From an optimization exercise on the open Yosys and OpenROAD flow, aimed at small area; shortcuts taken in it are not production practice. Only simulation tests tie the RTL to the original design; equivalence was not proved. No activity file was given, so power comes from the tool's default toggle rates.

==> flow/design.v <==
localparam  [ 2: 0] BEQ     = 3'b000,
                    BNE     = 3'b001,
                    BLT     = 3'b100,
                    BGE     = 3'b101,
                    BLTU    = 3'b110,
                    BGEU    = 3'b111;
localparam  [ 2: 0] ADD     = 3'b000,     
                    SLL     = 3'b001,
                    SLT     = 3'b010,
                    SLTU    = 3'b011,
                    XOR     = 3'b100,
                    SR      = 3'b101,     
                    OR      = 3'b110,
                    AND     = 3'b111;
`timescale 1ns/1ps
module execute
#(
	parameter [31:0] RESET = 32'h0000_0000
)
(
	input clk,
	input reset,
	input  [31:0] reg_rdata1,
	input  [31:0] reg_rdata2,
	input  [31:0] execute_imm,
	input  [31:0] pc,
	input  [31:0] fetch_pc,
	input     	immediate_sel,
	input     	mem_write,
	input     	jal,
	input     	jalr,
	input     	lui,
	input     	alu,
	input     	branch,
	input     	arithsubtype,
	input     	mem_to_reg,
	input     	stall_read,
	input  [4:0]  dest_reg_sel,
	input  [2:0]  alu_op,
	input  [1:0]  dmem_raddr,
	input     	wb_branch_i,
	input     	wb_branch_nxt_i,
	output [31:0] alu_operand1,
	output [31:0] alu_operand2,
	output [31:0] write_address,
	output    	branch_stall,
	output [31:0] next_pc,
	output    	branch_taken,
	output reg [31:0] wb_result,
	output reg    	wb_mem_write,
	output reg    	wb_alu_to_reg,
	output reg [4:0]  wb_dest_reg_sel,
	output reg    	wb_branch,
	output reg    	wb_branch_nxt,
	output reg    	wb_mem_to_reg,
	output reg [1:0]  wb_read_address,
	output reg [2:0]  mem_alu_operation
);
localparam  [ 2: 0] BEQ     = 3'b000,
                    BNE     = 3'b001,
                    BLT     = 3'b100,
                    BGE     = 3'b101,
                    BLTU    = 3'b110,
                    BGEU    = 3'b111;
localparam  [ 2: 0] ADD     = 3'b000,     
                    SLL     = 3'b001,
                    SLT     = 3'b010,
                    SLTU    = 3'b011,
                    XOR     = 3'b100,
                    SR      = 3'b101,     
                    OR      = 3'b110,
                    AND     = 3'b111;
genvar gi, gk;
wire [31:0] a   = reg_rdata1;
wire [31:0] imm = execute_imm;
wire        isel  = immediate_sel;
wire        nisel = ~immediate_sel;
wire [31:0] b;
generate for (gi = 0; gi < 32; gi = gi + 1) begin : g_op2
	g_a22o u (.a1(imm[gi]), .a2(isel), .b1(reg_rdata2[gi]), .b2(nisel), .y(b[gi]));
end endgenerate
assign alu_operand1 = a;
assign alu_operand2 = b;
assign branch_stall = wb_branch_i | wb_branch_nxt_i;
wire [31:0] addr_sum;
add32 #(.B1(11), .B2(19), .B3(27)) u_addr (.x(a), .y(imm), .s(addr_sum));
assign write_address = addr_sum;
wire [31:0] target;
add32 #(.B1(11), .B2(19), .B3(27)) u_target (.x(pc), .y(imm), .s(target));
wire        jump  = jal | jalr;
wire        njump = ~jump;
wire [29:0] inc_in;
generate for (gi = 0; gi < 30; gi = gi + 1) begin : g_incin
	g_a22o u (.a1(pc[gi + 2]), .a2(jump), .b1(fetch_pc[gi + 2]), .b2(njump), .y(inc_in[gi]));
end endgenerate
wire [29:0] inc_out;
inc30_fast u_seq (.x(inc_in), .s(inc_out));
wire [31:0] seq_pc  = {inc_out, fetch_pc[1:0]};
wire [31:0] link_pc = {inc_out, pc[1:0]};
wire        sub = branch | (~alu_op[2] & (alu_op[1] | arithsubtype));
wire [31:0] y;
generate for (gi = 0; gi < 32; gi = gi + 1) begin : g_suby
	g_xor2 u (.a(b[gi]), .b(sub), .y(y[gi]));
end endgenerate
wire [31:0] alu_sum;
wire        alu_co;
wire        alu_ones;
wire [31:0] alu_p, alu_g;
add32c u_alu (.x(a), .y(y), .ci(sub), .s(alu_sum), .co(alu_co), .ones(alu_ones), .p(alu_p), .g(alu_g));
wire ltu = ~alu_co;
wire lt  = ~(a[31] ^ b[31]) ^ alu_co;
wire eq  = alu_ones;
wire cmp  = alu_op[2] ? (alu_op[1] ? ltu : lt) : eq;
wire cond = cmp ^ alu_op[0];
wire take = jal | (branch & cond);
assign branch_taken = (jal | jalr | (branch & cond)) & ~branch_stall;
wire sel_jr  = jalr;
wire sel_tgt = ~jalr & take;
wire sel_seq = ~jalr & ~take;
generate for (gi = 0; gi < 32; gi = gi + 1) begin : g_npc
	wire n;
	g_a222oi u (.a1(addr_sum[gi]), .a2(sel_jr), .b1(target[gi]), .b2(sel_tgt),
	            .c1(seq_pc[gi]), .c2(sel_seq), .y(n));
	g_inv ui (.a(n), .y(next_pc[gi]));
end endgenerate
wire        left  = ~alu_op[2];
wire        fill  = arithsubtype & a[31] & ~left;
wire [5:0]  sel   = {b[4:0], left};
wire [5:0]  nsel  = ~sel;
wire [31:0] st [1:6];
generate
	for (gi = 0; gi < 32; gi = gi + 1) begin : g_rev
		g_o22ai u (.a1(a[31 - gi]), .a2(nsel[0]), .b1(a[gi]), .b2(sel[0]), .y(st[1][gi]));
	end
	for (gk = 0; gk < 5; gk = gk + 1) begin : g_stage
		for (gi = 0; gi < 32; gi = gi + 1) begin : g_bit
			wire hi;
			if (gi + (1 << gk) < 32) begin : g_in
				assign hi = st[gk + 1][(gi + (1 << gk)) % 32];
			end else if (gk % 2 == 0) begin : g_fill_n
				assign hi = ~fill;
			end else begin : g_fill
				assign hi = fill;
			end
			g_o22ai u (.a1(hi), .a2(nsel[gk + 1]), .b1(st[gk + 1][gi]), .b2(sel[gk + 1]), .y(st[gk + 2][gi]));
		end
	end
endgenerate
wire [31:0] shr = st[6];
wire en      = ~stall_read;
wire is_op   = en & alu;
wire selA    = is_op & (alu_op == ADD);
wire selSR   = is_op & (alu_op == SR);
wire selSL   = is_op & (alu_op == SLL);
wire selSLT  = is_op & (alu_op == SLT);
wire selSLTU = is_op & (alu_op == SLTU);
wire selJ    = en & jump;
wire selU    = en & lui;
wire hold    = stall_read;
wire tX      = is_op & ((alu_op == XOR) | (alu_op == OR));
wire tG      = is_op & ((alu_op == AND) | (alu_op == OR));
wire tB      = en & mem_write;
wire [31:0] d_result;
generate for (gi = 0; gi < 32; gi = gi + 1) begin : g_res
	wire x = alu_p[gi];
	wire g = alu_g[gi];
	wire n1, n2, n3;
	g_a222oi u1 (.a1(alu_sum[gi]), .a2(selA), .b1(shr[gi]), .b2(selSR), .c1(shr[31 - gi]), .c2(selSL), .y(n1));
	g_a222oi u2 (.a1(link_pc[gi]), .a2(selJ), .b1(imm[gi]), .b2(selU), .c1(wb_result[gi]), .c2(hold), .y(n2));
	g_a222oi u3 (.a1(x), .a2(tX), .b1(g), .b2(tG), .c1(b[gi]), .c2(tB), .y(n3));
	if (gi == 0) begin : g_slt
		wire n4 = ~((lt & selSLT) | (ltu & selSLTU));
		g_nand4 un (.a(n1), .b(n2), .c(n3), .d(n4), .y(d_result[gi]));
	end else begin : g_nslt
		g_nand3 un (.a(n1), .b(n2), .c(n3), .y(d_result[gi]));
	end
end endgenerate
wire [14:0] ctl_q = {wb_mem_write, wb_alu_to_reg, wb_dest_reg_sel, wb_branch, wb_branch_nxt,
                     wb_mem_to_reg, wb_read_address, mem_alu_operation};
wire [14:0] ctl_new = {mem_write & ~branch_stall, alu | lui | jal | jalr | mem_to_reg, dest_reg_sel,
                       branch_taken, wb_branch, mem_to_reg, dmem_raddr, alu_op};
wire [14:0] ctl_d;
generate for (gi = 0; gi < 15; gi = gi + 1) begin : g_ctl
	g_a22o u (.a1(ctl_q[gi]), .a2(hold), .b1(ctl_new[gi]), .b2(en), .y(ctl_d[gi]));
end endgenerate
always @(posedge clk or negedge reset) begin
	if (!reset) begin
		wb_result         <= 32'h0;
		wb_mem_write      <= 1'b0;
		wb_alu_to_reg     <= 1'b0;
		wb_dest_reg_sel   <= 5'h0;
		wb_branch         <= 1'b0;
		wb_branch_nxt     <= 1'b0;
		wb_mem_to_reg     <= 1'b0;
		wb_read_address   <= 2'h0;
		mem_alu_operation <= 3'h0;
	end
	else begin
		wb_result <= d_result;
		{wb_mem_write, wb_alu_to_reg, wb_dest_reg_sel, wb_branch, wb_branch_nxt,
		 wb_mem_to_reg, wb_read_address, mem_alu_operation} <= ctl_d;
	end
end
endmodule
module add32 #(parameter B1 = 8, parameter B2 = 16, parameter B3 = 24) (
	input  [31:0] x,
	input  [31:0] y,
	output [31:0] s
);
	localparam [4*8-1:0] LO = {8'd32, B3[7:0], B2[7:0], B1[7:0]};
	wire [31:0] s0;
	wire [32:0] c;
	wire [3:0]  cb;
	wire [32:0] t;
	g_ha uh0 (.a(x[0]), .b(y[0]), .s(s[0]), .co(c[1]));
	genvar k, j;
	generate for (j = 1; j < B1; j = j + 1) begin : g_b0
		g_fa uf (.a(x[j]), .b(y[j]), .c(c[j]), .s(s[j]), .co(c[j+1]));
	end endgenerate
	assign cb[1] = c[B1];
	generate for (k = 1; k < 4; k = k + 1) begin : g_blk
		localparam integer L = (k == 1) ? B1 : (k == 2) ? B2 : B3;
		localparam integer H = (k == 1) ? B2 : (k == 2) ? B3 : 32;
		g_ha uh (.a(x[L]), .b(y[L]), .s(s0[L]), .co(c[L+1]));
		for (j = L + 1; j < H; j = j + 1) begin : g_fa
			g_fa uf (.a(x[j]), .b(y[j]), .c(c[j]), .s(s0[j]), .co(c[j+1]));
		end
		assign t[L] = cb[k];
		for (j = L; j < H - 1; j = j + 1) begin : g_i
			g_ha ui (.a(s0[j]), .b(t[j]), .s(s[j]), .co(t[j+1]));
		end
		g_xor2 ux (.a(s0[H-1]), .b(t[H-1]), .y(s[H-1]));
		if (k < 3) begin : g_carry
			wire n0, n1, ones;
			g_nand4 ua (.a(s0[L]), .b(s0[L+1]), .c(s0[L+2]), .d(s0[L+3]), .y(n0));
			g_nand4 ub (.a(s0[L+4]), .b(s0[L+5]), .c(s0[L+6]), .d(s0[L+7]), .y(n1));
			g_nor2  uo (.a(n0), .b(n1), .y(ones));
			g_a21o  uc (.a1(cb[k]), .a2(ones), .b1(c[H]), .y(cb[k+1]));
		end
	end endgenerate
endmodule
module add32c (
	input  [31:0] x,
	input  [31:0] y,
	input         ci,
	output [31:0] s,
	output        co,
	output        ones,
	output [31:0] p,
	output [31:0] g
);
	wire [31:0] s0;
	wire [32:0] c;
	wire [4:0]  cb;
	wire [3:1]  bo;
	wire [32:0] t;
	genvar k, j;
	generate for (j = 0; j < 32; j = j + 1) begin : g_pg
		g_ha u (.a(x[j]), .b(y[j]), .s(p[j]), .co(g[j]));
	end endgenerate
	assign c[0] = ci;
	generate for (j = 0; j < 8; j = j + 1) begin : g_b0
		wire g2;
		g_ha uh (.a(p[j]), .b(c[j]), .s(s[j]), .co(g2));
		g_or2 uo (.a(g[j]), .b(g2), .y(c[j+1]));
	end endgenerate
	assign cb[1] = c[8];
	wire z0, z1, z2, z3, nz;
	g_nor2  uz0 (.a(s[0]), .b(s[1]), .y(z0));
	g_nor2  uz1 (.a(s[2]), .b(s[3]), .y(z1));
	g_nor2  uz2 (.a(s[4]), .b(s[5]), .y(z2));
	g_nor2  uz3 (.a(s[6]), .b(s[7]), .y(z3));
	g_nand4 uzn (.a(z0), .b(z1), .c(z2), .d(z3), .y(nz));
	generate for (k = 1; k < 4; k = k + 1) begin : g_blk
		assign s0[8*k]  = p[8*k];
		assign c[8*k+1] = g[8*k];
		for (j = 1; j < 8; j = j + 1) begin : g_fa
			wire g2;
			g_ha uh (.a(p[8*k+j]), .b(c[8*k+j]), .s(s0[8*k+j]), .co(g2));
			g_or2 uo (.a(g[8*k+j]), .b(g2), .y(c[8*k+j+1]));
		end
		assign t[8*k] = cb[k];
		for (j = 0; j < 7; j = j + 1) begin : g_i
			g_ha ui (.a(s0[8*k+j]), .b(t[8*k+j]), .s(s[8*k+j]), .co(t[8*k+j+1]));
		end
		g_xor2 ux (.a(s0[8*k+7]), .b(t[8*k+7]), .y(s[8*k+7]));
		wire n0, n1;
		g_nand4 ua (.a(s0[8*k]), .b(s0[8*k+1]), .c(s0[8*k+2]), .d(s0[8*k+3]), .y(n0));
		g_nand4 ub (.a(s0[8*k+4]), .b(s0[8*k+5]), .c(s0[8*k+6]), .d(s0[8*k+7]), .y(n1));
		g_nor2  uo (.a(n0), .b(n1), .y(bo[k]));
		g_a21o  uc (.a1(cb[k]), .a2(bo[k]), .b1(c[8*k+8]), .y(cb[k+1]));
	end endgenerate
	assign co   = cb[4];
	assign ones = ~nz & c[8] & bo[1] & bo[2] & bo[3];
endmodule
module inc30_fast (
	input  [29:0] x,
	output [29:0] s
);
	wire [30:0] t;
	g_inv u0 (.a(x[0]), .y(s[0]));
	assign t[1] = x[0];
	genvar j;
	generate for (j = 1; j < 30; j = j + 1) begin : g_bit
		if (j == 29) begin : g_last
			g_xor2 ux (.a(x[j]), .b(t[j]), .y(s[j]));
		end else begin : g_ha
			g_ha uh (.a(x[j]), .b(t[j]), .s(s[j]), .co(t[j+1]));
		end
	end endgenerate
endmodule
module g_inv (input a, output y);
	assign y = ~a;
endmodule
module g_nor2 (input a, input b, output y);
	assign y = ~(a | b);
endmodule
module g_nand3 (input a, input b, input c, output y);
	assign y = ~(a & b & c);
endmodule
module g_nand4 (input a, input b, input c, input d, output y);
	assign y = ~(a & b & c & d);
endmodule
module g_xor2 (input a, input b, output y);
	assign y = a ^ b;
endmodule
module g_or2 (input a, input b, output y);
	assign y = a | b;
endmodule
module g_a21o (input a1, input a2, input b1, output y);
	assign y = (a1 & a2) | b1;
endmodule
module g_a22o (input a1, input a2, input b1, input b2, output y);
	assign y = (a1 & a2) | (b1 & b2);
endmodule
module g_o22ai (input a1, input a2, input b1, input b2, output y);
	assign y = ~((a1 | a2) & (b1 | b2));
endmodule
module g_a222oi (input a1, input a2, input b1, input b2, input c1, input c2, output y);
	assign y = ~((a1 & a2) | (b1 & b2) | (c1 & c2));
endmodule
module g_ha (input a, input b, output s, output co);
	assign s  = a ^ b;
	assign co = a & b;
endmodule
module g_fa (input a, input b, input c, output s, output co);
	assign s  = a ^ b ^ c;
	assign co = (a & b) | (a & c) | (b & c);
endmodule
==> flow/flow/run.sh <==
#!/bin/bash
# Standard ORFS layout, with the port buffers made from the smallest buffer
# cell (buf_1) instead of the one buffer_ports picks by default.
set -euo pipefail
export BUFFER_PORTS_ARGS="-buffer_cell sky130_fd_sc_hd__buf_1"
bash standard.sh > standard_flow.log 2>&1
==> flow/standard.sh <==
#!/bin/bash
# synth_recipe.tcl (not shown) runs the flow's synth.tcl, then flattens the netlist and writes it again
# the make line also repeats each setting of config.mk as NAME=value (left out here)
make -C /OpenROAD-flow-scripts/flow DESIGN_CONFIG=/design/flow/config.mk WORK_HOME=/design/flow/orfs CLKGATE_MAP_FILE= SYNTH_SCRIPT=/design/flow/synth_recipe.tcl "${@:-finish}"
==> flow/config.mk <==
export PLATFORM = sky130hd
export DESIGN_NAME = execute
export DESIGN_NICKNAME = execute
export VERILOG_FILES = /design/flow/design.v
export SDC_FILE = /design/flow/constraint.sdc
export NUM_CORES = 4
export LEC_CHECK = 0
export CAP_MARGIN = 20
export CORE_MARGIN = 2
export CORE_UTILIZATION = 40
export CTS_BUF_LIST = sky130_fd_sc_hd__clkbuf_8
export SLEW_MARGIN = 20
export SYNTH_HIERARCHICAL = 1
==> flow/constraint.sdc <==
create_clock -name core_clock -period 12.0 [get_ports {clk}]
set_input_delay 2.4000 -clock core_clock [delete_from_list [all_inputs] [get_ports {clk}]]
set_output_delay 2.4000 -clock core_clock [all_outputs]
set_load 0.01 [all_outputs]
==> impl_metrics.json <==
{
  "syn_to_final_growth_pct": 21.0,
  "crit_start": "execute_imm[0]",
  "postCtsHoldBufs": 0,
  "clock_latency_ps": 330,
  "port_buffers": 360,
  "p_switching_uw": 531,
  "final_util": 0.495,
  "tightest_slew_ps": 978,
  "grt_usage": 0.342,
  "start_kind": "input pin",
  "cts_max_level": 2,
  "grt_pass1_wl_um": 62600,
  "firstDrtPassIters": 14,
  "min_path_type": "flop to flop",
  "die_w_um": 154,
  "r2r_cells": 2,
  "dieArea_um2": 23600,
  "grt_max_degree": 51,
  "clkPwrFrac": 0.125,
  "cp_cell_sequence": "buf_1 > ha_1 > fa_1 > fa_1 > fa_1 > fa_1 > fa_1 > fa_1 > fa_1 > fa_1 > fa_1 > fa_1 > a21o_1 > ha_1 > ha_1 > ha_1 > ha_1 > ha_1 > ha_1 > ha_1 > a222oi_1 > inv_1 > buf_1",
  "relSlewSlack": 0.347,
  "rows": 54,
  "clockBufferDepth": 2,
  "wl_per_cell_um": 27.2,
  "ys_seq_elements": 47,
  "finalCriticalPeriod_ps": 11680,
  "vias": 10732,
  "viasPerCell": 6.90,
  "layout_commonest_cell": "buf_1",
  "cp_num_buf_inv": 3,
  "final_cell_area_um2": 10800,
  "p_leak_nw": 4.50,
  "final_cell_mix": "buf_1, o22ai_1, ha_1",
  "worst_clock_skew_ps": 0.699,
  "grt_pass1_vias": 10070,
  "critPathArrivalTime_ps": 9280,
  "vdd_ir_drop_max_v": 0.0000567,
  "ys_warn_count": 7,
  "switching_share": 0.506,
  "initial_core_util": 0.409,
  "status": "timing/DRC/antenna clean",
  "synth_cells": 911,
  "final_antenna_net_count": 0,
  "drv_cap": 0,
  "dr.first_iter.drc_count": 1669,
  "worstPathRequired_ps": 9600,
  "cts_buffers": 5,
  "regToRegStartpoint": "wb_result[10]",
  "worst_r2r_endpoint": "wb_result[10]",
  "nets": 1666,
  "fin_tns_setup_ps": 0,
  "synth_top_area_share": 0.215,
  "netlist_area_um2": 8960,
  "fmax_mhz": 85.6,
  "cts_tree": "done",
  "rsz0062_at_grt": "no",
  "synth_nets": 1305,
  "synth-seq-area-share": 0.131,
  "endpoint_kind": "output pin",
  "grt.overflow.total": 0,
  "p_total_mw": 1.05,
  "yosysUniqueCellTypes": 30,
  "slowest_delay_ps": 500,
  "cts.sinks": 47,
  "maxSlewViolCount": 0,
  "worstHoldStart": "wb_mem_write",
  "finalSetupViolations": 0,
  "dieHeight_um": 154,
  "holdPathStages": 1,
  "r2r_setup_slack_ps": 10940,
  "p_comb_frac": 0.688,
  "synth_top_area_cell": "ha_1",
  "place_congestion": 0.956,
  "min_to": "wb_mem_write",
  "core_um2": 21900,
  "drcViolationCount": 0,
  "drive_gt1_frac": 0.0471,
  "top_regs": "wb_result x32, wb_dest_reg_sel x5, mem_alu_operation x3",
  "pwr-share-seq": 0.186,
  "dp_hpwl_um": 33800,
  "hold_viol": 0,
  "synth.area.top_cells": "ha_1, a222oi_1, o22ai_1",
  "cp_top_family": "adder cells",
  "worstSetupPathType": "input pin to output pin",
  "largest_reg_flops": 32,
  "root_buffer": "clkbuf_8",
  "wl_um": 42200,
  "dpl_cell_area_um2": 10700,
  "antenna_found_initial": 1,
  "cts.clk_slew.worst_paths_ps": 110,
  "p_per_area_nw_per_um2": 96.9,
  "synth_area_per_cell_um2": 9.83,
  "io_pins": 361,
  "timing.final.crit_share": 0.974,
  "power.internal_uw": 519,
  "crit_fanout": 4,
  "top_register": "wb_result",
  "crit_top_cell": "fa_1",
  "slowest_stage": "fa_1"
}
==> cells by family after synthesis <==
logic type | Yosys count | share of synthesized area
simple gates | 116 | 0.0709
fa+ha+maj | 210 | 0.340
compound gates | 410 | 0.362
mux | 1 | 0.00112
buf+inv | 84 | 0.0511
xor+xnor | 43 | 0.0429
flops | 47 | 0.131
==> modules after synthesis, one instance, submodules excluded, excerpt <==
module | flip-flops and latches | times used | cells inside | area, µm²
g_nand3 | 0 | 31 | 1 | 5.00
g_ha | 0 | 154 | 1 | 12.5
g_a21o | 0 | 7 | 1 | 7.51
g_or2 | 0 | 29 | 1 | 6.26
g_nor2 | 0 | 11 | 1 | 3.75
g_xor2 | 0 | 42 | 1 | 8.76
g_a22o | 0 | 77 | 1 | 8.76
g_inv | 0 | 33 | 1 | 3.75
g_a222oi | 0 | 128 | 1 | 10.0
add32c | 0 | 1 | 9 | 60.1
g_o22ai | 0 | 192 | 1 | 6.26
g_fa | 0 | 56 | 1 | 20.0
==> power by group through the flow <==
stage               Clock, mW  Combinational (mW)  Sequential [mW]
floorplan                   0               0.425            0.207
global placement            0               0.705            0.198
detailed placement          0               0.703            0.199
CTS                     0.136               0.708            0.195
global route            0.141               0.788            0.198
finish                  0.132               0.723            0.196
==> worst max-delay path by stage <==
stage	to	slack (ps)	depth (start not counted)
after CTS	next_pc[31]	290	35
final	next_pc[25]	320	23
after floorplan	next_pc[0]	60	29
after detailed placement	next_pc[31]	310	35
after global placement	next_pc[25]	350	23
after global routing	next_pc[26]	70	24
==> per-layer routing <==
| metal | routed length (µm) | GRT usage | share of wire | up-vias |
|---|---|---|---|---|
| li1 | - | - | - | 4718 |
| met4 | 1090 | 0.0961 | 0.026 | 0 |
| met1 | 17600 | 0.475 | 0.42 | 5308 |
| met5 | 0 | 0 | 0 | - |
| met3 | 4350 | 0.0809 | 0.10 | 55 |
| met2 | 19200 | 0.530 | 0.45 | 651 |
==> final cells by class <==
type                    instances  area [µm²]
fillers                      2238       11100
inverters                      46         173
diodes                          2        5.00
multi-input cells             780        7390
repair buffers                392        1640
clock inverters                 3        46.3
clock buffers                   5        68.8
flip-flops and latches         47        1180
well taps                     280         350
==> per-stage QoR <==
| step | hold slack [ps] | instances | setup slack [ps] |
|---|---|---|---|
| finish | 520 | 1555 | 316 |
| global placement | 493 | 1545 | 353 |
| global route | 542 | 1554 | 65.1 |
| CTS | 523 | 1553 | 293 |
| detailed placement | 497 | 1545 | 310 |
| floorplan | 546 | 911 | 55.0 |
==> synth_stat cells <==
library cell,number
or4_1,1
xnor2_2,1
xor2_1,42
dfrtp_1,47
or3_4,1
o21ai_0,2
o21bai_1,1
nand2b_1,2
o22ai_1,192
ha_1,154
or4b_2,1
and3_1,1
a222oi_1,128
nor2_1,20
inv_1,46
a21o_1,7
nand3b_1,2
nor3_1,2
or2_2,2
o31ai_1,1
or2_1,29
a31oi_1,2
nand4_1,16
buf_4,38
a22o_1,77
nand2_1,3
mux2i_1,1
fa_1,56
nand3_1,34
nor2b_1,2
==> worst register-to-register path, delay by kind of cell, from the launching register on <==
| family | cells | cell delay (ps) |
|---|---|---|
| and+or+nand+nor | 1 | 140 |
| DFF | 1 | 410 |
| AOI/OAI and AO/OA | 1 | 380 |
==> timing repair <==
| item | 4_1_cts | 5_1_grt |
|---|---|---|
| gates resized for setup | 0 | 1 |
| endpoints found under the setup margin | 0 | 1 |
| setup buffers | 0 | 0 |

[what the ideal ports hide]
How much do the figures lean on ideal ports? The routed layout below was timed once more, with nothing changed but the port constraints.
Step 1 (the two cells are an assumption about what drives the block):
set clk [get_ports {clk}]
set_driving_cell -lib_cell sky130_fd_sc_hd__clkbuf_16 $clk
set_driving_cell -lib_cell sky130_fd_sc_hd__buf_2 [delete_from_list [all_inputs] $clk]
Step 2 times the ports against the registers' clock, not the clock port: input delays grow and output delays shrink by t, the midpoint of the rising clock arrivals with the driver on.
a / b / c = ideal ports / drivers / drivers and shift; a / b = the first two.
t (ns): 0.373
setup slack, ns: 0.316 / 0.293 / 0.293
clock arrival spread, ns: 0.014 / 0.014
After both steps this run still meets setup and hold. For this run, drivers alone change the setup slack by -0.023 ns; drivers and shift together by -0.023 ns.
